This design comes from an exercise in tuning for small area and a short achievable clock period on the open sky130 flow, not from production work.
At most, simulation tests tie the RTL to the original design; equivalence was not proved.
Only the layout flow was run in runs 1 to 3; the RTL was not checked for function there.
Power figures rest on the tool's default switching activity, not on a simulated workload.

==> flow/config.mk <==
export PLATFORM = sky130hd
export DESIGN_NAME = UART_TRANSMITTER
export DESIGN_NICKNAME = UART_TRANSMITTER
export VERILOG_FILES = /design/flow/design.v
export SDC_FILE = /design/flow/constraint.sdc
export NUM_CORES = 4
export LEC_CHECK = 0
export CAP_MARGIN = 20
export CORE_MARGIN = 2
export CORE_UTILIZATION = 60
export CTS_CLUSTER_DIAMETER = 100
export CTS_CLUSTER_SIZE = 30
export SETUP_SLACK_MARGIN = 3.0
export SLEW_MARGIN = 20
export SYNTH_HIERARCHICAL = 1
export SYNTH_MINIMUM_KEEP_SIZE = 0
==> flow/constraint.sdc <==
create_clock -name core_clock -period 6.0 [get_ports {clock_i}]
set_input_delay 1.2000 -clock core_clock [delete_from_list [all_inputs] [get_ports {clock_i}]]
set_output_delay 1.2000 -clock core_clock [all_outputs]
set_load 0.01 [all_outputs]
==> flow/design.v <==
module UART_TRANSMITTER (
	input clock_i, reset_n_i, data_write_i,
	input [7:0] data_i,
	input [5:0] data_buffer_full_thres_i,
	input [1:0] baudrate_select_i,
	output data_buffer_full_o,
	output uart_tx_o
);
reg [7:0] num;
reg w;
always @(*)
	case (baudrate_select_i)
		2'd0: w = num[4];
		2'd1: w = num[5];
		2'd2: w = num[6];
		default: w = num[7];
	endcase
always @(posedge clock_i)
	num <= reset_n_i ? (w ? 8'd0 : num + 8'd1) : 8'd0;
wire tick = reset_n_i & w;
reg [3:0] ph;
reg [5:0] cnt;
wire nonempty = cnt != 6'd0;
wire done = tick & (ph == 4'd11);
assign data_buffer_full_o = cnt == data_buffer_full_thres_i;
wire wr = data_write_i & ~data_buffer_full_o;
wire [5:0] cnt_up = done ? cnt : cnt + 6'd1;
wire [5:0] cnt_kp = done ? cnt - 6'd1 : cnt;
always @(posedge clock_i)
	cnt <= reset_n_i ? (wr ? cnt_up : cnt_kp) : 6'd0;
always @(posedge clock_i)
	if (!reset_n_i)
		ph <= 4'd0;
	else if (tick)
		ph <= (ph == 4'd0) ? {3'd0, nonempty} : (ph == 4'd11) ? 4'd0 : ph + 4'd1;
reg [7:0] H;
reg hv, txq;
wire shift = tick & (ph >= 4'd1) & (ph <= 4'd8);
always @(posedge clock_i)
	if (!reset_n_i)
		txq <= 1'b1;
	else if (tick)
		txq <= (ph == 4'd0) ? ~nonempty :
		       (ph <= 4'd8) ? H[0] :
		       (ph == 4'd9) ? H[6] : 1'b1;
assign uart_tx_o = txq;
reg [255:0] R;             
reg [4:0] sw, sr;          
reg cm;                    
reg [7:0] D1;              
reg v1;                    
wire rempty = sw == sr;
wire [4:0] sw1 = sw + 5'd1;
wire [3:0] E = sw1[4:1];   
wire blk = v1 & (E == 4'd0);
wire ld = ~hv & ~rempty & (sr == 5'd0) & ~blk;
wire direct = wr & ~hv & rempty;
wire rw = wr & ~direct;
wire ins = (rw & ~sw[0]) | v1;
wire [7:0] idata = v1 ? D1 : data_i;
wire [7:0] nidata = ~idata;
wire clr = ~reset_n_i | ld | (cm & (sr != 5'd0));
wire [7:0] tapv = ~R[255:248];
always @(posedge clock_i) begin
	D1 <= data_i;
	v1 <= rw & sw[0];
end
always @(posedge clock_i)
	if (!reset_n_i) begin
		sw <= 5'd1;
		sr <= 5'd1;
		cm <= 1'b1;
	end else begin
		sw <= rw ? sw : sw1;
		sr <= ld ? sr : sr + 5'd1;
		cm <= cm & (sr != 5'd0);
	end
always @(posedge clock_i) begin
	if (ld)
		H <= tapv;
	else if (direct)
		H <= data_i;
	else if (shift)
		H <= {H[7] ^ H[0], H[7:1]};
end
always @(posedge clock_i)
	if (!reset_n_i)
		hv <= 1'b0;
	else if (ld | direct)
		hv <= 1'b1;
	else if (tick & (ph == 4'd9))
		hv <= 1'b0;
genvar m;
generate
	for (m = 0; m < 16; m = m + 1) begin : stage
		wire sel = ins & (E == m);
		if (m == 0) begin : tap
			always @(posedge clock_i)
				R[7:0] <= (tapv & {8{~clr}}) | ({8{sel & reset_n_i}} & idata);
		end else if (m % 2 == 1) begin : inv
			wire [7:0] d;
			RING_AOI g (.a(R[16*m-8 +: 8]), .d(idata), .s(sel), .y(d));
			always @(posedge clock_i)
				R[16*m +: 8] <= d;
		end else begin : noninv
			wire [7:0] d;
			RING_OAI g (.a(R[16*m-8 +: 8]), .nd(nidata), .ns(~sel), .y(d));
			always @(posedge clock_i)
				R[16*m +: 8] <= d;
		end
		always @(posedge clock_i)
			R[16*m+8 +: 8] <= R[16*m +: 8];
	end
endgenerate
endmodule
module RING_AOI (
	input [7:0] a, d,
	input s,
	output [7:0] y
);
assign y = ~(a | ({8{s}} & d));
endmodule
module RING_OAI (
	input [7:0] a, nd,
	input ns,
	output [7:0] y
);
assign y = ~(a & ({8{ns}} | nd));
endmodule
==> flow/flow/run.sh <==
#!/bin/bash
# The standard layout, with the ports buffered by plain buffers instead of
# ORFS's default choice (a delay cell that repair cannot resize out of its
# footprint). Everything else is the standard.sh unchanged.
set -euo pipefail
export BUFFER_PORTS_ARGS="-buffer_cell sky130_fd_sc_hd__buf_2"
bash standard.sh > standard.log 2>&1
==> flow/standard.sh <==
#!/bin/bash
# synth_recipe.tcl (not shown) runs the flow's synth.tcl, then flattens the netlist and writes it again
# the make line also repeats each setting of config.mk as NAME=value (left out here)
make -C /OpenROAD-flow-scripts/flow DESIGN_CONFIG=/design/flow/config.mk WORK_HOME=/design/flow/orfs CLKGATE_MAP_FILE= SYNTH_SCRIPT=/design/flow/synth_recipe.tcl "${@:-finish}"
==> results of run 1 <==
-- cell usage in the layout (no fill, tap or decap), drive strengths merged, types with 2 or more instances in the layout --
master,netlist,routed
a41oi,2,2
xor2,14,14
edfxtp,8,8
buf,19,21
o31ai,4,4
nand3,28,28
or2,3,3
a211oi,2,2
a21oi,77,77
nand2,28,28
a21boi,2,2
nand2b,10,10
a21o,3,3
inv,18,18
and4,3,3
clkinv,1,3
and4b,2,2
a31oi,10,10
o22ai,9,9
clkbuf,10,16
dfxtp,296,296
and2,3,3
mux2,9,9
xnor2,10,10
nor2b,2,2
mux2i,13,13
a211o,2,2
nor3,15,15
o21a,4,4
ha,11,11
nor2,27,27
nor3b,3,3
o21ai,78,78
and3,10,10
-- worst paths after layout --
path | slack, ns | cells past startpoint | start | end
worst max-delay path | 3.01 | 5 | data_buffer_full_thres_i[0] | data_buffer_full_o
worst min-delay path | 0.30 | 0 | R[133]$_DFF_P_ | R[141]$_DFF_P_
worst max register to register | 3.29 | 6 | sw[1]$_SDFFE_PN0P_ | H[3]$_DFFE_PP_
worst min register to register | 0.30 | 0 | R[133]$_DFF_P_ | R[141]$_DFF_P_
-- area by class of cell --
cell class | instances | area, sq um
Timing Repair Buffer | 21 | 120.1
Tap cell | 184 | 230.2
Sequential cell | 304 | 6167
Multi-Input combinational cell | 396 | 2590
Clock inverter | 2 | 46.29
Clock buffer | 16 | 357.8
Inverter | 19 | 78.83
Fill cell | 1108 | 4999
-- through the flow --
| stage | hold WS (ns) | instance area (sq um) | power [uW] | util (%) | worst slack, ns |
|---|---|---|---|---|---|
| global route | 0.3079 | 9590 | 5472 | 65.74 | 2.946 |
| detailed placement | 0.3121 | 9124 | 4159 | 62.54 | 2.084 |
| CTS | 0.3034 | 9544 | 5205 | 65.42 | 3.003 |
| global placement | 0.3097 | 9124 | 4117 | 62.54 | 2.237 |
| floorplan | 0.3096 | 8992 | 3854 | - | 3.013 |
| finish | 0.2999 | 9590 | 5178 | 65.74 | 3.009 |
-- cell families (layout without fill, tap and decap cells) --
kind of cell | count (synthesis) | count (layout)
and+or+nand+nor | 139 | 139
adders and majority gates | 12 | 12
DFF | 304 | 304
AOI/OAI and AO/OA | 198 | 198
muxes | 23 | 23
xor gates and xnor gates | 24 | 24
buffers and inverters | 48 | 58
-- sequential cells by signal, indices dropped and copies added (netlist names) --
| signal | count |
|---|---|
| R | 256 |
| D1 | 8 |
| H | 8 |
| num | 8 |
| cnt | 6 |
| sr | 5 |
| sw | 5 |
| ph | 4 |
| cm | 1 |
| hv | 1 |
| txq | 1 |
| v1 | 1 |
-- timing repair --
item / in CTS / in global routing
setup buffers: 0 / 1
hold buffers: 0 / 0
hold endpoints to repair: 0 / 0
resized for setup: 3 / 8
endpoints found under the setup margin: 33 / 46
-- Yosys stat by module (local to each module, per instance) --
module	area, sq um	copies in the design	flip-flops and latches	cells inside
RING_OAI	40.04	7	0	8
UART_TRANSMITTER	8245	1	304	620
RING_AOI	55.05	8	0	9
-- report_power, final --
group          internal [uW]  switching (uW)
Clock                    443             596
Sequential              2880             276
Combinational            357             627
Total                   3680            1500
-- per-layer routing --
layer	up-vias	track usage, %	wire [microns]
li1	2579	-	-
met1	2529	29.16	7897
met2	91	36.72	8204
met3	28	2.676	670
met4	0	7.175	449
met5	-	0	0
==> results.py, run 1 <==
metrics = {
    "run_status": {
        "status": "finished clean",
    },
    "worst_setup_path": {
        "critPathMaxFanout": 2,
        "timing.critical_path.mode_cell": "buf_2",
        "worstPathRequired_ns": 4.80,
        "crit_buf_inv": 2,
        "worst_ep_arrival_time_ns": 1.79,
        "worst_setup_path_start_kind": "primary input",
        "path_cells": "buf_2 -> xnor2_1 -> nand4_1 -> nor2_1 -> buf_2",
        "cp_slowest_cell": "nand4_1",
        "max_stage_delay_ns": 0.14,
        "worstSetupEndpointType": "primary output",
        "worstSetupPathType": "in -> out",
        "crit_family": "simple AND/OR/NAND/NOR gates",
    },
    "sta": {
        "fmax_mhz": 334.4,
        "slew-limit-headroom_pct": 55.08,
        "slew_viol_final": 0,
        "setup_tns_ns": 0,
        "worst_pin_slew_ns": 0.6737,
        "finalHoldViolations": 0,
        "setup_violations": 0,
        "rsz0062_at_grt": "true",
        "fin_skew_ns": 0.02647,
        "timing.final.crit_share_pct": 49.85,
        "period_minus_slack_ns": 2.991,
    },
    "floorplan": {
        "start_util_pct": 61.46,
        "die-width_microns": 126.2,
        "core_region_area_sq_mm": 0.01459,
        "dieArea_sq_mm": 0.01594,
        "fp-row-count": 44,
        "die_h_microns": 126.2,
        "pin_count": 21,
    },
    "placement": {
        "gp_congestion": 0.8109,
        "dp.cells": 923,
        "hpwl_mm": 11.49,
        "port_buffers": 20,
    },
    "detailed_routing": {
        "drc_errors": 0,
        "vias_per_cell": 5.549,
        "routedWlPerCell_microns": 18.28,
        "drtIter0Drc": 292,
        "vias": 5227,
        "dr.pass1.iters": 4,
        "drtAntennaViolNets": 0,
        "drt_wl_total_mm": 17.22,
    },
    "finish": {
        "finalNonFillerCells": 942,
        "fin_nets": 787,
        "area_growth_pct": 6.963,
        "n_antenna_cell": 0,
        "final_layout_size_suffix_gt1_share_pct": 10.55,
    },
    "yosys": {
        "synth_simple_gate_area_share_pct": 8.261,
        "synth_flop_cell": "dfxtp_1",
        "synth_edf_count": 8,
        "ys_ff_latch": 304,
        "yosysTopAreaCellShare_pct": 66.09,
        "synthArstFlopShare_pct": 0,
        "synth_area_leader_cell": "dfxtp_1",
        "synthTopCellsByCount": "dfxtp_1, o21ai_0, a21oi_1, nand2_1",
        "syn_nets": 779,
        "yosysUniqueCellTypes": 61,
        "synth_fa_ha_area_share_pct": 1.758,
        "syn_area_per_cell_sq_um": 11.99,
        "synth_compound_area_share_pct": 13.01,
        "synthMuxAreaShare_pct": 2.833,
        "synth_top_family_by_area": "compound AO/OA/AOI/OAI gates",
        "synth_most_common_cell": "dfxtp_1",
        "syn_inst": 748,
        "synth_xor_area_share_pct": 2.428,
        "seq_area_frac_synth_pct": 68.77,
        "synth.area.top_cells": "dfxtp_1, o21ai_0, a21oi_1, edfxtp_1, ha_1",
        "synth_area_sq_mm": 0.008966,
        "yosys_warnings": 7,
    },
    "clock_network": {
        "cts_tree": "built",
        "cts_buffers": 14,
        "root_buffer": "clkbuf_16",
        "clk_latency_ns": 0.50,
        "clkTransAtPathRegs_ns": 0.10,
        "ctsLongestPathBuffers": 3,
        "cts.sinks": 304,
        "h-tree-depth": 1,
    },
    "global_route": {
        "grt_use_total_pct": 21.69,
        "first_global_vias": 5280,
        "overflow": 0,
        "grt_max_degree": 37,
        "grt_pass1_wl_mm": 27.59,
        "antenna_found_initial": 0,
    },
    "power": {
        "ir_worst_vdd_mv": 0.3323,
        "p_per_area_mw_per_mm2": 539.9,
        "power_leakage_uw": 0.003814,
    },
    "min_path": {
        "hold_path.class": "reg -> reg",
    },
    "job": {
        "drv_cap": 0,
    },
}
==> run 2: changes to the inputs <==
--- a/flow/design.v
+++ b/flow/design.v
@@ -34,35 +34,22 @@
 	else if (tick)
 		ph <= (ph == 4'd0) ? {3'd0, nonempty} : (ph == 4'd11) ? 4'd0 : ph + 4'd1;
-reg [7:0] H;
-reg hv, txq;
-wire shift = tick & (ph >= 4'd1) & (ph <= 4'd8);
-always @(posedge clock_i)
-	if (!reset_n_i)
-		txq <= 1'b1;
-	else if (tick)
-		txq <= (ph == 4'd0) ? ~nonempty :
-		       (ph <= 4'd8) ? H[0] :
-		       (ph == 4'd9) ? H[6] : 1'b1;
-assign uart_tx_o = txq;
 reg [255:0] R;             
 reg [4:0] sw, sr;          
 reg cm;                    
+reg hc;                    
 reg [7:0] D1;              
 reg v1;                    
-wire rempty = sw == sr;
 wire [4:0] sw1 = sw + 5'd1;
 wire [3:0] E = sw1[4:1];   
-wire blk = v1 & (E == 4'd0);
-wire ld = ~hv & ~rempty & (sr == 5'd0) & ~blk;
-wire direct = wr & ~hv & rempty;
-wire rw = wr & ~direct;
-wire ins = (rw & ~sw[0]) | v1;
+wire ins = (wr & ~sw[0]) | v1;
 wire [7:0] idata = v1 ? D1 : data_i;
 wire [7:0] nidata = ~idata;
-wire clr = ~reset_n_i | ld | (cm & (sr != 5'd0));
-wire [7:0] tapv = ~R[255:248];
+wire hclr = (ph >= 4'd9) & ~hc & (sr == 5'd0);
+wire clr = ~reset_n_i | hclr | (cm & (sr != 5'd0));
+wire [7:0] tapa = ~R[255:248];    
+wire [7:0] tapb = ~R[127:120];    
 always @(posedge clock_i) begin
 	D1 <= data_i;
-	v1 <= rw & sw[0];
+	v1 <= wr & sw[0];
 end
 always @(posedge clock_i)
@@ -71,24 +58,27 @@
 		sr <= 5'd1;
 		cm <= 1'b1;
+		hc <= 1'b0;
 	end else begin
-		sw <= rw ? sw : sw1;
-		sr <= ld ? sr : sr + 5'd1;
+		sw <= wr ? sw : sw1;
+		sr <= hclr ? sr : sr + 5'd1;
 		cm <= cm & (sr != 5'd0);
+		hc <= done ? 1'b0 : (hc | hclr);
 	end
-always @(posedge clock_i) begin
-	if (ld)
-		H <= tapv;
-	else if (direct)
-		H <= data_i;
-	else if (shift)
-		H <= {H[7] ^ H[0], H[7:1]};
-end
+reg nb, par, txq;
+wire [2:0] k = ph[2:0] - 3'd1;    
+always @(posedge clock_i)
+	if (sr[3:0] == 4'd0)
+		nb <= sr[4] ? tapb[k] : tapa[k];
+always @(posedge clock_i)
+	if (tick & (ph >= 4'd1) & (ph <= 4'd8))
+		par <= (ph == 4'd1 ? 1'b0 : par) ^ nb;
 always @(posedge clock_i)
 	if (!reset_n_i)
-		hv <= 1'b0;
-	else if (ld | direct)
-		hv <= 1'b1;
-	else if (tick & (ph == 4'd9))
-		hv <= 1'b0;
+		txq <= 1'b1;
+	else if (tick)
+		txq <= (ph == 4'd0) ? ~nonempty :
+		       (ph <= 4'd8) ? nb :
+		       (ph == 4'd9) ? par : 1'b1;
+assign uart_tx_o = txq;
 genvar m;
 generate
@@ -97,5 +87,5 @@
 		if (m == 0) begin : tap
 			always @(posedge clock_i)
-				R[7:0] <= (tapv & {8{~clr}}) | ({8{sel & reset_n_i}} & idata);
+				R[7:0] <= (tapa & {8{~clr}}) | ({8{sel & reset_n_i}} & idata);
 		end else if (m % 2 == 1) begin : inv
 			wire [7:0] d;
==> results.py, run 2 <==
metrics = {
    "finish": {
        "final_common_cell": "dfxtp_1",
        "n_antenna_cell": 0,
        "area_growth_pct": 7.553,
        "post-route-util_pct": 65.59,
        "nFillCells": 1048,
        "layout_common_cells": "dfxtp_1, a21oi_1, o21ai_0, nand2_1, nor2_1",
        "final_layout_size_suffix_gt1_share_pct": 10.85,
        "largest_reg_flops": 256,
        "reg.largest.list": "R (256), D1 (8), num (8)",
        "largest-register": "R",
        "fin_nets": 724,
    },
    "placement": {
        "port_buffers": 20,
        "gp_congestion": 0.7957,
        "hpwl_mm": 10.23,
    },
    "detailed_routing": {
        "drtIter0Drc": 312,
        "drt_wl_total_mm": 16.12,
        "vias_per_cell": 5.432,
        "routedWlPerCell_microns": 18.51,
        "drtAntennaViolNets": 0,
        "vias": 4731,
        "drc_errors": 0,
        "dr.pass1.iters": 4,
    },
    "floorplan": {
        "core_region_area_sq_mm": 0.01383,
        "dieArea_sq_mm": 0.01502,
        "die-width_microns": 122.5,
        "start_util_pct": 60.98,
        "die_h_microns": 122.5,
        "pin_count": 21,
        "fp-row-count": 43,
    },
    "clock_network": {
        "clkTransAtPathRegs_ns": 0.12,
        "clk_latency_ns": 0.48,
        "cts_hold_buf": 0,
        "cts_tree": "built",
        "ctsLongestPathBuffers": 3,
        "cts_buffers": 13,
        "h-tree-depth": 1,
        "root_buffer": "clkbuf_16",
        "cts.sinks": 298,
    },
    "sta": {
        "setup_violations": 0,
        "fin_skew_ns": 0.01644,
        "worst_pin_slew_ns": 1.037,
        "slew-limit-headroom_pct": 30.82,
        "fmax_mhz": 307.6,
        "timing.final.crit_share_pct": 54.19,
        "rsz0062_at_grt": "true",
        "slew_viol_final": 0,
        "period_minus_slack_ns": 3.251,
        "finalHoldViolations": 0,
        "setup_tns_ns": 0,
    },
    "job": {
        "drv_cap": 0,
    },
    "worst_setup_path": {
        "regToRegStartpoint": "cnt[0]$_SDFFE_PN0P_",
        "cp-startpoint": "data_buffer_full_thres_i[3]",
        "worstPathRequired_ns": 4.80,
        "worst_setup_path_start_kind": "primary input",
        "worstRegToRegCells": 11,
        "worst_ep_arrival_time_ns": 2.05,
        "worstSetupPathType": "in -> out",
        "critPathMaxFanout": 3,
        "worstSetupEndpointType": "primary output",
        "r2r_slack_ns": 3.19,
        "r2r-end": "cnt[5]$_SDFFE_PN0P_",
        "cp-endpoint": "data_buffer_full_o",
    },
    "yosys": {
        "yosysUniqueCellTypes": 49,
        "syn_inst": 678,
        "seq_area_frac_synth_pct": 70.99,
        "synth.area.top_cells": "dfxtp_1, a21oi_1, o21ai_0, mux2i_1, ha_1",
        "synth_flop_cell": "dfxtp_1",
        "synth_area_sq_mm": 0.008432,
        "syn_nets": 710,
        "synth_edf_count": 2,
        "synth_area_leader_cell": "dfxtp_1",
        "synth_most_common_cell": "dfxtp_1",
        "synthArstFlopShare_pct": 0,
        "synthTopCellsByCount": "dfxtp_1, a21oi_1, o21ai_0, nand2_1, nor2_1",
        "ys_ff_latch": 298,
        "syn_area_per_cell_sq_um": 12.44,
        "yosysTopAreaCellShare_pct": 70.28,
        "yosys_warnings": 7,
    },
    "global_route": {
        "first_global_vias": 4557,
        "overflow": 0,
        "grt_pass1_wl_mm": 24.69,
        "grt_use_total_pct": 21.88,
        "antenna_found_initial": 0,
        "grt_max_degree": 31,
    },
    "min_path": {
        "hold_path.class": "reg -> reg",
        "worstHoldStart": "R[195]$_DFF_P_",
    },
    "power": {
        "power_leakage_uw": 0.003602,
        "ir_worst_vdd_mv": 0.3025,
        "p_per_area_mw_per_mm2": 423.1,
        "power_uw": 3837,
    },
    "run_status": {
        "status": "finished clean",
    },
}
[run 2: changes by cell type after synthesis, moves of 5 or more]
cell / previous run / this run
a31oi_1: 10 / 0
buf_2: 7 / 2
mux2_2: 9 / 1
edfxtp_1: 8 / 2
nand3_1: 27 / 11
or4_1: 0 / 7
o21ai_0: 75 / 66
mux2i_1: 13 / 20
mux4_2: 1 / 6
and3_1: 10 / 3
[run 2: worst max-delay path, cell delays in order]
cell,delay (ns)
buf_2,0.11
xor2_1,0.16
nor4_4,0.30
and2_1,0.16
buf_2,0.12
[run 2: worst min path at each step]
stage / end / slack [ns] / cells past startpoint
floorplan: R[104]$_DFF_P_ / 0.31 / 0
global placement: R[108]$_DFF_P_ / 0.31 / 0
detailed placement: R[127]$_DFF_P_ / 0.31 / 0
CTS: R[14]$_DFF_P_ / 0.32 / 0
global route: R[203]$_DFF_P_ / 0.33 / 0
finish: R[203]$_DFF_P_ / 0.33 / 0
[run 2: cells by family (layout without fill, tap and decap cells)]
family	Yosys count	count (layout)	share of synthesized area [%]
DFF	298	298	70.99
AOI/OAI and AO/OA	169	169	11.09
and+or+nand+nor	106	106	6.737
buffers and inverters	44	57	2.879
muxes	27	27	4.110
xor gates and xnor gates	21	21	2.181
adders and majority gates	13	13	2.018
[run 2: layout make-up]
cell class                 instances  area (sq um)  area share, %
timing repair buffer              25         143.9          1.587
multi-input combinational        336          2302          25.39
sequential                       298          5986          66.00
inverter                          18         72.57         0.8002
tap                              180         225.2          2.483
clock buffer                      14         339.1          3.739
[run 2: per-layer routing]
layer	vias to the layer above	wire (microns)	global-route usage, %
li1	2333	-	-
met1	2319	7893	30.66
met5	-	0	0
met2	59	7599	36.77
met4	0	222	4.957
met3	20	405	2.463
[run 2: metrics by stage]
step | cells | cell area [sq um] | hold slack (ns) | setup WS, ns
after global placement | 856 | 8693 | 0.3095 | 2.409
final | 871 | 9069 | 0.3257 | 2.749
after CTS | 870 | 9049 | 0.3226 | 2.715
after global routing | 871 | 9069 | 0.3304 | 2.707
after detailed placement | 856 | 8693 | 0.3121 | 2.330
after floorplan | 678 | 8491 | 0.3096 | 2.919
[run 2: power by group]
group          switching [uW]  internal [uW]  leakage [uW]
logic                     173            130      0.000961
clock network             558            408      0.000167
registers                 141           2430       0.00247
total                     871           2970       0.00360
[run 2: Yosys stat by module (local to each module, per instance)]
module            flip-flops and latches  area [sq um]  copies in the design
UART_TRANSMITTER                     298          7711                     1
RING_AOI                               0         55.05                     8
RING_OAI                               0         40.04                     7
[run 2: repair_timing]
item / CTS / global route
endpoints found under the setup margin: 59 / 9
pin swaps: 2 / 1
gates resized for setup: 3 / 2
buffers inserted: 0 / 1
==> run 3: changes to the inputs <==
--- a/flow/config.mk
+++ b/flow/config.mk
@@ -6,4 +6,5 @@
 export NUM_CORES = 4
 export LEC_CHECK = 0
+export ABC_AREA = 1
 export CAP_MARGIN = 20
 export CORE_MARGIN = 2
==> results.py, run 3 <==
metrics = {
    "finish": {
        "reg.largest.list": "R (256), D1 (8), num (8)",
        "multi_input_area_sq_mm": 0.002188,
        "largest_reg_flops": 256,
        "n_antenna_cell": 0,
        "area_growth_pct": 8.434,
        "finalNonFillerCells": 971,
        "fin_nets": 823,
        "largest-register": "R",
        "final_layout_size_suffix_gt1_share_pct": 14.66,
        "register_area_sq_mm": 0.005986,
        "final_common_cell": "dfxtp_1",
        "fin_area_sq_mm": 0.009218,
        "nFillCells": 1098,
        "layout_common_cells": "dfxtp_1, a21oi_1, o21ai_0, inv_1, nand2_1",
    },
    "floorplan": {
        "pin_count": 21,
        "start_util_pct": 61.24,
        "core_region_area_sq_mm": 0.01388,
        "die-width_microns": 123.0,
        "die_h_microns": 123.0,
        "dieArea_sq_mm": 0.01514,
        "fp-row-count": 43,
    },
    "worst_setup_path": {
        "worstSetupPathType": "in -> out",
        "critPathMaxFanout": 2,
        "worst_setup_path_start_kind": "primary input",
        "cp-startpoint": "data_buffer_full_thres_i[4]",
        "r2r_slack_ns": 3.49,
        "worst_ep_arrival_time_ns": 1.77,
        "regToRegStartpoint": "cnt[1]$_SDFFE_PN0P_",
        "worstPathRequired_ns": 4.80,
        "worstSetupEndpointType": "primary output",
    },
    "yosys": {
        "yosys_warnings": 7,
        "ys_ff_latch": 298,
        "syn_area_per_cell_sq_um": 11.19,
        "synth_most_common_cell": "dfxtp_1",
        "synth_area_leader_cell": "dfxtp_1",
        "synth_edf_count": 2,
        "syn_nets": 792,
        "syn_inst": 760,
        "synth_flop_cell": "dfxtp_1",
        "synthTopCellsByCount": "dfxtp_1, a21oi_1, o21ai_0, nand2_1, inv_1",
        "synthArstFlopShare_pct": 0,
        "yosysUniqueCellTypes": 40,
        "seq_area_frac_synth_pct": 70.42,
        "synth.area.top_cells": "dfxtp_1, a21oi_1, o21ai_0, nand2_1, inv_1",
        "synth_area_sq_mm": 0.008501,
        "yosysTopAreaCellShare_pct": 69.71,
    },
    "sta": {
        "period_minus_slack_ns": 2.966,
        "fmax_mhz": 337.1,
        "slew_viol_final": 0,
        "setup_violations": 0,
        "rsz0062_at_grt": "true",
        "worst_pin_slew_ns": 1.063,
        "timing.final.crit_share_pct": 49.44,
        "slew-limit-headroom_pct": 28.42,
        "setup_tns_ns": 0,
        "hold_slack_ns": 0.3293,
        "fin_skew_ns": 0.01512,
        "finalHoldViolations": 0,
    },
    "clock_network": {
        "root_buffer": "clkbuf_16",
        "cts.sinks": 298,
        "cts_tree": "built",
        "clk_latency_ns": 0.47,
        "clkTransAtPathRegs_ns": 0.11,
        "cts_buffers": 13,
        "h-tree-depth": 1,
        "ctsLongestPathBuffers": 3,
    },
    "run_status": {
        "status": "finished clean",
    },
    "detailed_routing": {
        "routedWlPerCell_microns": 15.49,
        "drtIter0Drc": 300,
        "vias": 5002,
        "vias_per_cell": 5.151,
        "drtAntennaViolNets": 0,
        "dr.pass1.iters": 4,
        "drc_errors": 0,
        "drt_wl_total_mm": 15.04,
    },
    "min_path": {
        "worstHoldStart": "R[116]$_DFF_P_",
        "hold_path.class": "reg -> reg",
    },
    "placement": {
        "dp.cells": 954,
        "placed_cell_area_sq_mm": 0.008760,
        "gp_congestion": 0.8531,
        "hpwl_mm": 10.29,
        "port_buffers": 20,
    },
    "global_route": {
        "grt_pass1_wl_mm": 24.18,
        "grt_use_total_pct": 20.50,
        "antenna_found_initial": 0,
        "first_global_vias": 4736,
        "overflow": 0,
        "grt_max_degree": 32,
    },
    "job": {
        "drv_cap": 0,
    },
    "power": {
        "p_per_area_mw_per_mm2": 429.5,
        "power_uw": 3959,
        "ir_worst_vdd_mv": 0.3060,
        "power_leakage_uw": 0.003855,
    },
}
-- run 3: changes by cell type after synthesis, moves of 7 or more --
cell and change:
nand2_1 +41, nand3_1 +17, a21oi_1 +18, or4_1 -7, clkbuf_1 -12, nor2_1 +7
inv_1 +40, xor2_1 -10, or2_2 +8, mux2i_1 -20, o21ai_2 +8, o21ai_0 +16
inv_2 +8
-- run 3: where the power goes --
group / total [uW] / internal (uW) / switching, uW
clock: 957 / 410 / 548
sequential: 2630 / 2490 / 142
combinational: 367 / 137 / 230
-- run 3: logic make-up (layout without fill, tap and decap cells) --
logic type	Yosys count	in the layout	synth area share (%)
fa+ha+maj	13	13	2.002
simple gates	163	163	9.479
buf+inv	81	112	4.430
flops	298	298	70.42
compound gates	195	195	12.47
xor+xnor	10	10	1.207
-- run 3: layout make-up --
| type | count | share of cell area, % |
|---|---|---|
| clock buffers | 15 | 3.719 |
| inverters | 68 | 2.823 |
| multi-input cells | 381 | 23.74 |
| flip-flops and latches | 298 | 64.94 |
| well taps | 180 | 2.443 |
| repair buffers | 29 | 2.335 |
-- run 3: modules after synthesis (local to each module, per instance) --
module | area [sq um] | flops+latches | cells inside | times used
RING_OAI | 40.04 | 0 | 8 | 7
UART_TRANSMITTER | 7780 | 298 | 632 | 1
RING_AOI | 55.05 | 0 | 9 | 8
-- run 3: final timing paths --
kind                                       endpoint  cells after the start
worst max-delay path             data_buffer_full_o                      8
worst min-delay path                 R[124]$_DFF_P_                      0
worst max register to register  cnt[5]$_SDFFE_PN0P_                     17
worst min register to register       R[124]$_DFF_P_                      0
-- run 3: stage by stage --
step,worst slack [ns],utilization [%]
2_1_floorplan,3.124,-
3_3_place_gp,2.902,63.11
3_5_place_dp,2.882,63.11
4_1_cts,3.000,65.84
5_1_grt,2.988,66.41
6_report,3.034,66.41
-- run 3: metal layers --
metal	global-route usage [%]	vias to the layer above	wire [microns]
li1	-	2544	-
met1	30.44	2363	7615
met2	32.67	83	6652
met3	2.814	12	620
met4	3.409	0	153
met5	0	-	0
-- run 3: what timing repair did --
| action | 4_1_cts | 5_1_grt |
|---|---|---|
| hold endpoints to repair | 0 | 0 |
| gates resized for setup | 9 | 21 |
| hold buffers | 0 | 0 |
| setup endpoints to repair | 1 | 1 |
| setup buffers | 1 | 1 |
| pin swaps | 6 | 9 |
-- run 3: critical path: stages --
cell and delay (ns):
buf_6 0.08, inv_2 0.02, nand2_1 0.06, nand2_2 0.06
nor2_4 0.12, nand3_4 0.08, inv_2 0.06, buf_6 0.09
==> run 4: changes to the inputs <==
--- a/flow/design.v
+++ b/flow/design.v
@@ -23,6 +23,17 @@
 wire nonempty = cnt != 6'd0;
 wire done = tick & (ph == 4'd11);
-assign data_buffer_full_o = cnt == data_buffer_full_thres_i;
-wire wr = data_write_i & ~data_buffer_full_o;
+wire [5:0] match;
+wire [1:0] miss;
+genvar i;
+generate
+	for (i = 0; i < 6; i = i + 1) begin : cmp
+		G_XNOR2 x (.a(cnt[i]), .b(data_buffer_full_thres_i[i]), .y(match[i]));
+	end
+endgenerate
+G_NAND3 n0 (.a(match[0]), .b(match[1]), .c(match[2]), .y(miss[0]));
+G_NAND3 n1 (.a(match[3]), .b(match[4]), .c(match[5]), .y(miss[1]));
+G_NOR2 n2 (.a(miss[0]), .b(miss[1]), .y(data_buffer_full_o));
+wire full = cnt == data_buffer_full_thres_i;
+wire wr = data_write_i & ~full;
 wire [5:0] cnt_up = done ? cnt : cnt + 6'd1;
 wire [5:0] cnt_kp = done ? cnt - 6'd1 : cnt;
@@ -118,2 +129,11 @@
 assign y = ~(a & ({8{ns}} | nd));
 endmodule
+module G_XNOR2 (input a, b, output y);
+assign y = ~(a ^ b);
+endmodule
+module G_NAND3 (input a, b, c, output y);
+assign y = ~(a & b & c);
+endmodule
+module G_NOR2 (input a, b, output y);
+assign y = ~(a | b);
+endmodule
--- a/flow/config.mk
+++ b/flow/config.mk
@@ -6,5 +6,4 @@
 export NUM_CORES = 4
 export LEC_CHECK = 0
-export ABC_AREA = 1
 export CAP_MARGIN = 20
 export CORE_MARGIN = 2
@@ -12,5 +11,5 @@
 export CTS_CLUSTER_DIAMETER = 100
 export CTS_CLUSTER_SIZE = 30
-export SETUP_SLACK_MARGIN = 3.0
+export SETUP_SLACK_MARGIN = 3.2
 export SLEW_MARGIN = 20
 export SYNTH_HIERARCHICAL = 1
==> results.py, run 4 <==
metrics = {
    "sta": {
        "slew-limit-headroom_pct": 37.69,
        "worst_pin_slew_ns": 0.9087,
        "slew_viol_final": 0,
        "hold_slack_ns": 0.3291,
        "finalHoldViolations": 0,
        "setup_violations": 0,
        "timing.final.crit_share_pct": 49.61,
        "fin_skew_ns": 0.02735,
        "setup_tns_ns": 0,
        "fmax_mhz": 335.9,
        "rsz0062_at_grt": "true",
        "period_minus_slack_ns": 2.977,
    },
    "worst_setup_path": {
        "cp-startpoint": "data_buffer_full_thres_i[1]",
        "regToRegStartpoint": "sw[2]$_SDFFE_PN0N_",
        "worstSetupEndpointType": "primary output",
        "worst_setup_path_start_kind": "primary input",
        "worstRegToRegCells": 6,
        "worstSetupPathType": "in -> out",
        "worst_ep_arrival_time_ns": 1.78,
        "critPathMaxFanout": 2,
        "worstPathRequired_ns": 4.80,
    },
    "job": {
        "drv_cap": 0,
    },
    "detailed_routing": {
        "routedWlPerCell_microns": 18.21,
        "vias": 4699,
        "drt_wl_total_mm": 15.99,
        "drtIter0Drc": 307,
        "drc_errors": 0,
        "drtAntennaViolNets": 0,
        "dr.pass1.iters": 4,
        "vias_per_cell": 5.352,
    },
    "global_route": {
        "grt_use_total_pct": 21.97,
        "grtUsageMet3_pct": 2.996,
        "gr-usage-met2_pct": 34.46,
        "met1_usage_pct": 32.35,
        "grt_max_degree": 32,
        "antenna_found_initial": 0,
        "first_global_vias": 4496,
        "overflow": 0,
        "grt_pass1_wl_mm": 24.84,
        "gr-max-usage-layer": "met2",
    },
    "power": {
        "p_per_area_mw_per_mm2": 413.4,
        "power_leakage_uw": 0.003696,
        "ir_worst_vdd_mv": 0.3746,
    },
    "finish": {
        "n_antenna_cell": 0,
        "nFillCells": 1059,
        "fin_nets": 729,
        "area_growth_pct": 9.928,
        "reg.largest.list": "R (256), D1 (8), num (8)",
        "layout_common_cells": "dfxtp_1, a21oi_1, o21ai_0, nor2_1, nand2_1",
        "largest-register": "R",
        "multi_input_area_sq_mm": 0.002354,
        "register_area_sq_mm": 0.005986,
        "final_common_cell": "dfxtp_1",
        "final_layout_size_suffix_gt1_share_pct": 13.04,
        "largest_reg_flops": 256,
    },
    "yosys": {
        "synth_area_leader_cell": "dfxtp_1",
        "synth_area_sq_mm": 0.008381,
        "synth_simple_gate_area_share_pct": 5.927,
        "ys_ff_latch": 298,
        "synth_fa_ha_area_share_pct": 2.030,
        "syn_inst": 669,
        "syn_nets": 701,
        "synth_flop_cell": "dfxtp_1",
        "synthTopCellsByCount": "dfxtp_1, a21oi_1, o21ai_0, nor2_1, nand2_1",
        "synth_xor_area_share_pct": 3.464,
        "synth_edf_count": 2,
        "synthMuxAreaShare_pct": 3.658,
        "synth_compound_area_share_pct": 11.12,
        "syn_area_per_cell_sq_um": 12.53,
        "yosysUniqueCellTypes": 48,
        "synthArstFlopShare_pct": 0,
        "synth_top_family_by_area": "compound AO/OA/AOI/OAI gates",
        "synth.area.top_cells": "dfxtp_1, a21oi_1, o21ai_0, mux2i_1, ha_1",
        "yosys_warnings": 7,
        "seq_area_frac_synth_pct": 71.42,
        "yosysTopAreaCellShare_pct": 70.71,
        "synth_most_common_cell": "dfxtp_1",
    },
    "clock_network": {
        "cts_buffers": 13,
        "cts_tree": "built",
        "cts_hold_buf": 0,
        "ctsLongestPathBuffers": 3,
        "clk_latency_ns": 0.49,
        "cts.sinks": 298,
        "clkTransAtPathRegs_ns": 0.10,
        "h-tree-depth": 1,
        "root_buffer": "clkbuf_16",
    },
    "floorplan": {
        "die-width_microns": 122.2,
        "fp-row-count": 43,
        "core_region_area_sq_mm": 0.01377,
        "die_h_microns": 122.2,
        "dieArea_sq_mm": 0.01493,
        "pin_count": 21,
        "start_util_pct": 60.85,
    },
    "placement": {
        "hpwl_mm": 10.13,
        "port_buffers": 20,
        "gp_congestion": 0.7848,
    },
    "min_path": {
        "hold_path.class": "reg -> reg",
        "min_path_cells": 0,
        "worstHoldStart": "R[197]$_DFF_P_",
    },
    "run_status": {
        "status": "finished clean",
    },
}
## run 4: worst paths after layout
path,endpoint,slack [ns]
min reg2reg,R[205]$_DFF_P_,0.33
min,R[205]$_DFF_P_,0.33
max,data_buffer_full_o,3.02
max reg2reg,R[178]$_DFF_P_,3.50
## run 4: per-layer routing
layer  up-vias  routed length [microns]
met5         -                        0
met2        96                     7140
li1       2322                        -
met1      2259                     7667
met4         0                      387
met3        22                      792
## run 4: where the power goes
part	internal (uW)	switching (uW)	leakage, uW
Sequential	2400	137	0.00247
Clock	413	549	0.000173
Combinational	139	172	0.00105
## run 4: logic make-up after synthesis
logic type / Yosys count
flip-flops: 298
AO/OA/AOI/OAI: 166
AND/OR/NAND/NOR: 101
buffers and inverters: 37
XOR/XNOR: 31
multiplexers: 23
adder cells (fa/ha/maj): 13
## run 4: cell type report
| type | count | share of cell area [%] |
|---|---|---|
| Timing Repair Buffer | 30 | 2.350 |
| Multi-Input combinational cell | 334 | 25.55 |
| Tap cell | 180 | 2.445 |
| Inverter | 20 | 0.8692 |
| Clock buffer | 15 | 3.721 |
| Clock inverter | 1 | 0.09507 |
| Sequential cell | 298 | 64.97 |
## run 4: Yosys stat by module (local to each module, per instance)
module | times used | cells inside | cell area (sq um)
G_XNOR2 | 6 | 1 | 8.758
UART_TRANSMITTER | 1 | 532 | 7594
G_NAND3 | 2 | 1 | 5.005
RING_OAI | 7 | 8 | 40.04
G_NOR2 | 1 | 1 | 3.754
RING_AOI | 8 | 9 | 55.05
## run 4: worst max-delay path, cell delays in order
cell	delay [ns]
buf_8	0.10
xnor2_2	0.12
nand3_1	0.10
nor2_1	0.11
buf_2	0.13
## run 4: repair_timing
item | CTS | global route
gates resized for setup | 17 | 12
setup endpoints to repair | 6 | 62
buffers inserted | 1 | 5
cloned | 0 | 0
pin swaps | 10 | 1
## run 4: per-stage QoR
stage,power [uW],cell area (sq um),instances,worst slack [ns],util (%)
global placement,2847,8661,855,2.459,62.88
floorplan,2743,8432,669,2.904,-
detailed placement,2870,8678,856,2.584,63.01
global route,3982,9213,878,2.963,66.89
CTS,3840,9135,873,3.071,66.32
finish,3808,9213,878,3.023,66.89
==> run 5: changes to the inputs <==
--- a/flow/config.mk
+++ b/flow/config.mk
@@ -6,7 +6,8 @@
 export NUM_CORES = 4
 export LEC_CHECK = 0
+export ABC_AREA = 1
 export CAP_MARGIN = 20
 export CORE_MARGIN = 2
-export CORE_UTILIZATION = 60
+export CORE_UTILIZATION = 70
 export CTS_CLUSTER_DIAMETER = 100
 export CTS_CLUSTER_SIZE = 30
==> results.py, run 5 <==
metrics = {
    "run_status": {
        "status": "finished clean",
    },
    "sta": {
        "setup_tns_ns": 0,
        "setup_violations": 0,
        "rsz0062_at_grt": "true",
        "slew-limit-headroom_pct": 64.78,
        "finalHoldViolations": 0,
        "hold_slack_ns": 0.3257,
        "fmax_mhz": 340.5,
        "worst_slack_ns": 3.063,
        "fin_skew_ns": 0.01340,
        "timing.final.crit_share_pct": 48.95,
        "period_minus_slack_ns": 2.937,
        "slew_viol_final": 0,
        "worst_pin_slew_ns": 0.5263,
    },
    "detailed_routing": {
        "drtIter0Drc": 383,
        "vias": 5368,
        "dr.pass1.iters": 5,
        "drc_errors": 0,
        "drt_wl_total_mm": 16.75,
        "drtAntennaViolNets": 0,
        "routedWlPerCell_microns": 17.25,
        "vias_per_cell": 5.528,
    },
    "clock_network": {
        "ctsLongestPathBuffers": 3,
        "cts_tree": "built",
        "clk_latency_ns": 0.47,
        "cts.sinks": 298,
        "clkTransAtPathRegs_ns": 0.11,
        "cts_buffers": 13,
        "cts_setup_buffers": 0,
        "h-tree-depth": 1,
        "cts_hold_buf": 0,
        "root_buffer": "clkbuf_16",
    },
    "yosys": {
        "syn_nets": 825,
        "synthTopCellsByCount": "dfxtp_1, o21ai_0, a21oi_1, nand2_1, inv_1",
        "yosysTopAreaCellShare_pct": 69.26,
        "synth_most_common_cell": "dfxtp_1",
        "syn_area_per_cell_sq_um": 10.79,
        "synth_area_sq_mm": 0.008556,
        "seq_area_frac_synth_pct": 69.96,
        "syn_inst": 793,
        "ys_ff_latch": 298,
        "synthArstFlopShare_pct": 0,
        "synth.area.top_cells": "dfxtp_1, o21ai_0, a21oi_1, nand2_1, inv_1",
        "yosysUniqueCellTypes": 40,
        "synth_area_leader_cell": "dfxtp_1",
        "synth_edf_count": 2,
        "synth_flop_cell": "dfxtp_1",
        "yosys_warnings": 7,
    },
    "power": {
        "power_leakage_uw": 0.003902,
        "p_per_area_mw_per_mm2": 432.6,
        "ir_worst_vdd_mv": 0.3166,
    },
    "finish": {
        "multi_input_area_sq_mm": 0.002215,
        "fin_area_sq_mm": 0.009233,
        "largest-register": "R",
        "area_growth_pct": 7.912,
        "fin_nets": 854,
        "largest_reg_flops": 256,
        "reg.largest.list": "R (256), D1 (8), num (8)",
        "final_common_cell": "dfxtp_1",
        "layout_common_cells": "dfxtp_1, o21ai_0, a21oi_1, nand2_1, inv_1",
        "register_area_sq_mm": 0.005986,
        "final_layout_size_suffix_gt1_share_pct": 11.44,
        "nFillCells": 765,
        "post-route-util_pct": 77.19,
    },
    "job": {
        "drv_cap": 0,
    },
    "placement": {
        "placed_cell_area_sq_mm": 0.008818,
        "gp_congestion": 0.8793,
        "hpwl_mm": 11.19,
        "port_buffers": 20,
        "place_ws_ns": 2.634,
    },
    "floorplan": {
        "dieArea_sq_mm": 0.01312,
        "die_h_microns": 114.6,
        "fp-row-count": 40,
        "die-width_microns": 114.6,
        "core_region_area_sq_mm": 0.01196,
        "pin_count": 21,
        "start_util_pct": 71.53,
    },
    "worst_setup_path": {
        "worst_setup_path_start_kind": "primary input",
        "worstPathRequired_ns": 4.80,
        "worstSetupEndpointType": "primary output",
        "critPathMaxFanout": 4,
        "worstSetupPathType": "in -> out",
        "worst_ep_arrival_time_ns": 1.74,
    },
    "global_route": {
        "antenna_found_initial": 3,
        "grt_use_total_pct": 25.86,
        "first_global_vias": 5382,
        "overflow": 0,
        "grt_max_degree": 32,
        "grt_pass1_wl_mm": 26.05,
    },
    "min_path": {
        "hold_path.class": "reg -> reg",
    },
}
-- run 5: critical path, stage by stage --
cell and delay [ns]:
buf_8 0.10, inv_2 0.03, nand2_1 0.04, nand2_1 0.06
nand3_1 0.08, nor2_1 0.09, buf_2 0.13
-- run 5: path summary, 6_finish.rpt --
kind | startpoint | to | slack, ns | depth (start not counted)
max | data_buffer_full_thres_i[5] | data_buffer_full_o | 3.06 | 7
min | R[103]$_DFF_P_ | R[111]$_DFF_P_ | 0.33 | 0
max reg2reg | cnt[1]$_SDFFE_PN0P_ | R[21]$_DFF_P_ | 3.60 | 9
min reg2reg | R[103]$_DFF_P_ | R[111]$_DFF_P_ | 0.33 | 0
-- run 5: final cells by class --
class	count	area share [%]
Antenna cell	2	0.05421
Clock buffer	15	3.713
Inverter	79	3.239
Multi-Input combinational cell	402	23.99
Sequential cell	298	64.83
Tap cell	147	1.992
Timing Repair Buffer	28	2.182
-- run 5: repair_timing --
action	4_1_cts	5_1_grt
setup endpoints to repair	17	46
pin swaps	4	5
resized for setup	13	9
-- run 5: cells by family after synthesis --
logic type                 after synthesis  share of synthesized area (%)
and+or+nand+nor                        183                          9.710
adders and majority gates               13                          1.989
DFF                                    298                          69.96
AOI/OAI and AO/OA                      196                          12.26
buffers and inverters                   93                          4.884
xor gates and xnor gates                10                          1.199
-- run 5: report_power, final --
part           internal (uW)  leakage [uW]  total, uW  switching (uW)
logic                    140       0.00126        382             242
clock network            410      0.000169        954             545
registers               2490       0.00247       2660             164
-- run 5: layer usage --
metal / wire [microns] / part of all wire [%] / GRT usage [%] / up-vias
met5: 0 / 0 / 0 / -
met4: 517 / 3.1 / 9.024 / 0
met3: 759 / 4.5 / 4.076 / 42
met2: 8203 / 49 / 45.05 / 136
met1: 7273 / 43 / 32.86 / 2569
li1: - / - / - / 2621
-- run 5: stage by stage --
step | cells | power (uW)
floorplan | 793 | 2889
global placement | 954 | 3017
detailed placement | 954 | 3061
CTS | 969 | 3998
global route | 970 | 4159
finish | 971 | 3994
-- run 5: modules after synthesis, one instance, submodules excluded --
| module | cell area, sq um | flops+latches | cells | times used |
|---|---|---|---|---|
| G_NAND3 | 5.005 | 0 | 1 | 2 |
| UART_TRANSMITTER | 7709 | 298 | 632 | 1 |
| RING_AOI | 55.05 | 0 | 9 | 8 |
| G_XNOR2 | 18.77 | 0 | 5 | 6 |
| RING_OAI | 40.04 | 0 | 8 | 7 |
| G_NOR2 | 3.754 | 0 | 1 | 1 |
==> run 6: changes to the inputs <==
--- a/flow/config.mk
+++ b/flow/config.mk
@@ -9,5 +9,5 @@
 export CAP_MARGIN = 20
 export CORE_MARGIN = 2
-export CORE_UTILIZATION = 70
+export CORE_UTILIZATION = 60
 export CTS_CLUSTER_DIAMETER = 100
 export CTS_CLUSTER_SIZE = 30
==> results.py, run 6 <==
metrics = {
    "clock_network": {
        "cts_hold_buf": 0,
        "clk_latency_ns": 0.47,
        "cts_buffers": 13,
        "clkTransAtPathRegs_ns": 0.12,
        "root_buffer": "clkbuf_16",
        "ctsLongestPathBuffers": 3,
        "cts_tree": "built",
        "cts_setup_buffers": 0,
        "h-tree-depth": 1,
        "cts.sinks": 298,
    },
    "worst_setup_path": {
        "path_cells": "buf_6 -> inv_2 -> nand2_1 -> nand2_1 -> nand3_1 -> nor2_1 -> buf_2",
        "worstPathRequired_ns": 4.80,
        "cp_slowest_cell": "buf_2",
        "worst_setup_path_start_kind": "primary input",
        "worstSetupEndpointType": "primary output",
        "timing.critical_path.mode_cell": "nand2_1",
        "max_stage_delay_ns": 0.13,
        "worstSetupPathType": "in -> out",
        "worst_ep_arrival_time_ns": 1.72,
        "critPathMaxFanout": 4,
    },
    "sta": {
        "slew-limit-headroom_pct": 51.31,
        "worst_pin_slew_ns": 0.7227,
        "slew_viol_final": 0,
        "setup_violations": 0,
        "fmax_mhz": 343.1,
        "fin_skew_ns": 0.01865,
        "timing.final.crit_share_pct": 48.58,
        "finalHoldViolations": 0,
        "worst_slack_ns": 3.085,
        "setup_tns_ns": 0,
        "hold_slack_ns": 0.3190,
        "period_minus_slack_ns": 2.915,
        "rsz0062_at_grt": "true",
    },
    "global_route": {
        "grt_max_degree": 32,
        "antenna_found_initial": 0,
        "grt_pass1_wl_mm": 25.65,
        "first_global_vias": 4890,
        "overflow": 0,
        "grt_use_total_pct": 22.10,
    },
    "job": {
        "drv_cap": 0,
    },
    "floorplan": {
        "die_h_microns": 123.4,
        "fp-row-count": 43,
        "die-width_microns": 123.4,
        "dieArea_sq_mm": 0.01523,
        "start_util_pct": 61.64,
        "core_region_area_sq_mm": 0.01388,
        "pin_count": 21,
    },
    "yosys": {
        "ys_ff_latch": 298,
        "yosys_warnings": 7,
        "synthTopCellsByCount": "dfxtp_1, o21ai_0, a21oi_1, nand2_1, inv_1",
        "synth_flop_cell": "dfxtp_1",
        "yosysTopAreaCellShare_pct": 69.26,
        "syn_nets": 825,
        "yosysUniqueCellTypes": 40,
        "synth_most_common_cell": "dfxtp_1",
        "synth_area_sq_mm": 0.008556,
        "seq_area_frac_synth_pct": 69.96,
        "synth.area.top_cells": "dfxtp_1, o21ai_0, a21oi_1, nand2_1, inv_1",
        "syn_inst": 793,
        "synth_edf_count": 2,
        "synthArstFlopShare_pct": 0,
        "syn_area_per_cell_sq_um": 10.79,
        "synth_area_leader_cell": "dfxtp_1",
    },
    "min_path": {
        "hold_path.class": "reg -> reg",
    },
    "placement": {
        "port_buffers": 20,
        "place_ws_ns": 2.671,
        "gp_congestion": 0.8761,
        "hpwl_mm": 11.03,
        "dp.cells": 987,
    },
    "finish": {
        "finalNonFillerCells": 1002,
        "n_antenna_cell": 0,
        "post-route-util_pct": 66.68,
        "layout_common_cells": "dfxtp_1, o21ai_0, a21oi_1, nand2_1, inv_1",
        "reg.largest.list": "R (256), D1 (8), num (8)",
        "fin_nets": 854,
        "final_layout_size_suffix_gt1_share_pct": 11.07,
        "nFillCells": 1067,
        "area_growth_pct": 8.175,
        "largest-register": "R",
        "final_common_cell": "dfxtp_1",
        "largest_reg_flops": 256,
    },
    "detailed_routing": {
        "drc_errors": 0,
        "routedWlPerCell_microns": 16.18,
        "drtIter0Drc": 350,
        "vias_per_cell": 5.155,
        "dr.pass1.iters": 6,
        "drtAntennaViolNets": 0,
        "vias": 5165,
        "drt_wl_total_mm": 16.22,
    },
    "power": {
        "power_leakage_uw": 0.003900,
        "p_per_area_mw_per_mm2": 430.6,
        "ir_worst_vdd_mv": 0.2610,
    },
    "run_status": {
        "status": "finished clean",
    },
}
-- run 6: cell counts after synthesis --
Identical to the previous run, type by type.
-- run 6: path summary, 6_finish.rpt --
kind                   endpoint  slack (ns)                        start  cells after the start
max          data_buffer_full_o        3.08  data_buffer_full_thres_i[4]                      7
min reg2reg      R[122]$_DFF_P_        0.32               R[114]$_DFF_P_                      0
max reg2reg      R[149]$_DFF_P_        3.54          cnt[2]$_SDFFE_PN0P_                      9
min              R[122]$_DFF_P_        0.32               R[114]$_DFF_P_                      0
-- run 6: kinds of logic after synthesis --
kind of cell	after synthesis	synth area share, %
compound gates	196	12.26
xor+xnor	10	1.199
fa+ha+maj	13	1.989
buf+inv	93	4.884
flops	298	69.96
simple gates	183	9.710
-- run 6: layout make-up --
cell class	count	area (sq um)	share of cell area, %
clock buffers	15	342.8	3.704
inverters	79	299.0	3.231
multi-input cells	402	2205	23.82
flip-flops and latches	298	5986	64.67
well taps	180	225.2	2.433
repair buffers	28	197.7	2.136
-- run 6: routing by layer --
layer / global-route usage (%) / share of wire, %
met5: 0 / 0
met3: 2.814 / 4.3
met2: 36.98 / 47
met1: 31.29 / 48
met4: 3.977 / 1.4
-- run 6: modules after synthesis (local to each module, per instance) --
module,cells inside,times used,flip-flops and latches,cell area (sq um)
G_XNOR2,5,6,0,18.77
G_NOR2,1,1,0,3.754
RING_OAI,8,7,0,40.04
UART_TRANSMITTER,632,1,298,7709
RING_AOI,9,8,0,55.05
G_NAND3,1,2,0,5.005
-- run 6: power breakdown --
group	internal, uW	switching (uW)
logic	140	233
registers	2490	156
clock network	410	554
total	3040	943
-- run 6: timing repair --
| item | 4_1_cts | 5_1_grt |
|---|---|---|
| gates resized for setup | 13 | 6 |
| setup endpoints to repair | 8 | 57 |
| pin swaps | 3 | 2 |
-- run 6: metrics by stage --
step	cell area [sq um]	power, uW
finish	9255	3985
global route	9255	4174
CTS	9243	4005
detailed placement	8860	3061
global placement	8860	3032
floorplan	8593	2889
-- run 6: critical path, delay by kind of cell --
family                 cells  cell delay [ns]
buffers and inverters      3             0.26
and+or+nand+nor            4             0.25
==> run 7: changes to the inputs <==
--- a/flow/config.mk
+++ b/flow/config.mk
@@ -12,5 +12,5 @@
 export CTS_CLUSTER_DIAMETER = 100
 export CTS_CLUSTER_SIZE = 30
-export SETUP_SLACK_MARGIN = 3.2
+export SETUP_SLACK_MARGIN = 3.4
 export SLEW_MARGIN = 20
 export SYNTH_HIERARCHICAL = 1
==> results.py, run 7 <==
metrics = {
    "run_status": {
        "status": "finished clean",
    },
    "sta": {
        "setup_tns_ns": 0,
        "rsz0062_at_grt": "true",
        "slew_viol_final": 0,
        "slew-limit-headroom_pct": 63.17,
        "period_minus_slack_ns": 2.979,
        "timing.final.crit_share_pct": 49.64,
        "fmax_mhz": 335.7,
        "finalHoldViolations": 0,
        "worst_pin_slew_ns": 0.5505,
        "worst_slack_ns": 3.021,
        "fin_skew_ns": 0.01451,
        "setup_violations": 0,
    },
    "yosys": {
        "yosysUniqueCellTypes": 40,
        "seq_area_frac_synth_pct": 69.96,
        "syn_inst": 793,
        "synth.area.top_cells": "dfxtp_1, o21ai_0, a21oi_1, nand2_1, inv_1",
        "yosysTopAreaCellShare_pct": 69.26,
        "synthArstFlopShare_pct": 0,
        "synth_flop_cell": "dfxtp_1",
        "synth_edf_count": 2,
        "synth_most_common_cell": "dfxtp_1",
        "synth_area_leader_cell": "dfxtp_1",
        "syn_area_per_cell_sq_um": 10.79,
        "yosys_warnings": 7,
        "ys_ff_latch": 298,
        "syn_nets": 825,
        "synth_area_sq_mm": 0.008556,
        "synthTopCellsByCount": "dfxtp_1, o21ai_0, a21oi_1, nand2_1, inv_1",
    },
    "min_path": {
        "holdPathEnd": "R[248]$_DFF_P_",
        "worstHoldStart": "R[240]$_DFF_P_",
        "min_path_cells": 0,
        "hold_path.class": "reg -> reg",
    },
    "worst_setup_path": {
        "worstSetupPathType": "in -> out",
        "r2r-end": "R[34]$_DFF_P_",
        "worstPathRequired_ns": 4.80,
        "worstSetupEndpointType": "primary output",
        "worst_ep_arrival_time_ns": 1.78,
        "worstRegToRegCells": 7,
        "regToRegStartpoint": "sw[0]$_SDFFE_PN1N_",
        "worst_setup_path_start_kind": "primary input",
        "r2r_slack_ns": 3.69,
        "critPathMaxFanout": 3,
    },
    "power": {
        "p_per_area_mw_per_mm2": 418.4,
        "ir_worst_vdd_mv": 0.3516,
        "power_leakage_uw": 0.003997,
    },
    "global_route": {
        "grt_max_degree": 32,
        "overflow": 0,
        "first_global_vias": 5059,
        "grt_use_total_pct": 22.51,
        "grt_pass1_wl_mm": 25.94,
        "antenna_found_initial": 2,
    },
    "detailed_routing": {
        "dr.pass1.iters": 5,
        "vias": 5382,
        "routedWlPerCell_microns": 16.88,
        "drt_wl_total_mm": 17.18,
        "drtIter0Drc": 312,
        "vias_per_cell": 5.287,
        "drtAntennaViolNets": 0,
        "drc_errors": 0,
    },
    "floorplan": {
        "pin_count": 21,
        "start_util_pct": 61.64,
        "die-width_microns": 123.4,
        "core_region_area_sq_mm": 0.01388,
        "fp-row-count": 43,
        "die_h_microns": 123.4,
        "dieArea_sq_mm": 0.01523,
    },
    "placement": {
        "gp_congestion": 0.8385,
        "port_buffers": 20,
        "place_ws_ns": 2.584,
        "dp.cells": 987,
        "hpwl_mm": 11.13,
    },
    "finish": {
        "area_growth_pct": 12.14,
        "nFillCells": 1058,
        "largest-register": "R",
        "final_layout_size_suffix_gt1_share_pct": 16.25,
        "post-route-util_pct": 69.12,
        "layout_common_cells": "dfxtp_1, o21ai_0, a21oi_1, nand2_1, inv_1",
        "reg.largest.list": "R (256), D1 (8), num (8)",
        "largest_reg_flops": 256,
        "final_common_cell": "dfxtp_1",
        "fin_nets": 869,
        "finalNonFillerCells": 1018,
    },
    "clock_network": {
        "cts.sinks": 298,
        "cts_tree": "built",
        "h-tree-depth": 1,
        "cts_buffers": 13,
        "ctsLongestPathBuffers": 3,
        "cts_hold_buf": 0,
        "root_buffer": "clkbuf_16",
        "clkTransAtPathRegs_ns": 0.11,
        "clk_latency_ns": 0.47,
    },
    "job": {
        "drv_cap": 0,
    },
}
[run 7: worst max path at each step]
stage                                     start                  to  slack, ns  cells past startpoint
floorplan           data_buffer_full_thres_i[1]  data_buffer_full_o       3.28                      5
global placement    data_buffer_full_thres_i[1]      R[183]$_DFF_P_       2.62                     11
detailed placement  data_buffer_full_thres_i[5]       R[55]$_DFF_P_       2.58                     11
CTS                 data_buffer_full_thres_i[3]  data_buffer_full_o       3.03                      7
global route        data_buffer_full_thres_i[3]  data_buffer_full_o       2.97                      7
finish              data_buffer_full_thres_i[3]  data_buffer_full_o       3.02                      7
[run 7: logic make-up after synthesis]
| family | after synthesis | synth area share (%) |
|---|---|---|
| adders and majority gates | 13 | 1.989 |
| and+or+nand+nor | 183 | 9.710 |
| DFF | 298 | 69.96 |
| xor gates and xnor gates | 10 | 1.199 |
| AOI/OAI and AO/OA | 196 | 12.26 |
| buffers and inverters | 93 | 4.884 |
[run 7: cell type report]
cell class / instances / area, sq um / share of cell area, %
sequential: 298 / 5986 / 62.39
multi-input combinational: 405 / 2391 / 24.92
clock buffer: 15 / 342.8 / 3.573
antenna: 1 / 2.502 / 0.02608
inverter: 79 / 334.1 / 3.482
timing repair buffer: 40 / 312.8 / 3.260
tap: 180 / 225.2 / 2.347
[run 7: power by group]
part	internal (uW)	switching, uW	leakage (uW)
combinational	156	259	0.00136
clock	409	545	0.000169
sequential	2490	153	0.00247
[run 7: through the flow]
stage,hold WS [ns],power (uW),area (sq um)
2_1_floorplan,0.3096,2896,8665
3_3_place_gp,0.3096,3031,8924
3_5_place_dp,0.3121,3062,8924
4_1_cts,0.3259,4011,9364
5_1_grt,0.3392,4215,9592
6_report,0.3259,4014,9594
[run 7: modules after synthesis (local to each module, per instance)]
module	cells	copies in the design
G_NOR2	1	1
UART_TRANSMITTER	632	1
RING_AOI	9	8
G_XNOR2	5	6
G_NAND3	1	2
RING_OAI	8	7
[run 7: layer usage]
layer  global-route usage [%]  wire length (microns)
met1                    30.84                   7991
met2                    36.61                   7868
met3                    3.736                    944
met4                    7.244                    374
met5                        0                      0
[run 7: critical path: stages]
cell and delay (ns):
buf_8 0.10, inv_2 0.05, nand2_1 0.05, nand2_1 0.07, nand3_2 0.09, nor2_2 0.10
buf_2 0.13
[run 7: what timing repair did]
| action | CTS | global route |
|---|---|---|
| endpoints found under the hold margin | 0 | 0 |
| endpoints found under the setup margin | 74 | 93 |
| setup buffers | 1 | 11 |
| resized for setup | 27 | 27 |
| gates cloned | 0 | 3 |
| pin swaps | 4 | 9 |

-- re-timing with driven ports --
The results above use ideal ports. As a check the final layouts listed here were re-extracted and re-timed, cells and wires unchanged.
Step 1, drivers: a clkbuf_16 drives clock_i and a buf_2 each remaining input, both assumed.
Step 2 moves the port delays by t, midway between the first and last clock arrival at a register: inputs arrive t later, outputs are due t later. That takes back most of the time a late clock gives input paths.
a / b / c = ideal / step 1 / step 2; a / b = the first two.
run | t (ns) | setup slack, ns | hold slack, ns
run 1 | 0.524 | 3.009 / 2.988 / 2.561 | 0.300 / 0.300 / 0.300
run 2 | 0.514 | 2.749 / 2.713 / 2.435 | 0.326 / 0.326 / 0.326
run 3 | 0.505 | 3.034 / 2.980 / 2.720 | 0.329 / 0.329 / 0.329
run 4 | 0.513 | 3.023 / 2.981 / 2.796 | 0.329 / 0.329 / 0.329
run 5 | 0.504 | 3.063 / 3.022 / 2.802 | 0.326 / 0.326 / 0.326
run 6 | 0.506 | 3.085 / 3.052 / 2.753 | 0.319 / 0.319 / 0.319
run 7 | 0.512 | 3.021 / 2.978 / 2.870 | 0.326 / 0.326 / 0.326
After both steps setup and hold are still met in every run listed. The setup slack of run 1, which loses most, moves by -0.021 ns with the drivers and by -0.448 ns with both steps.
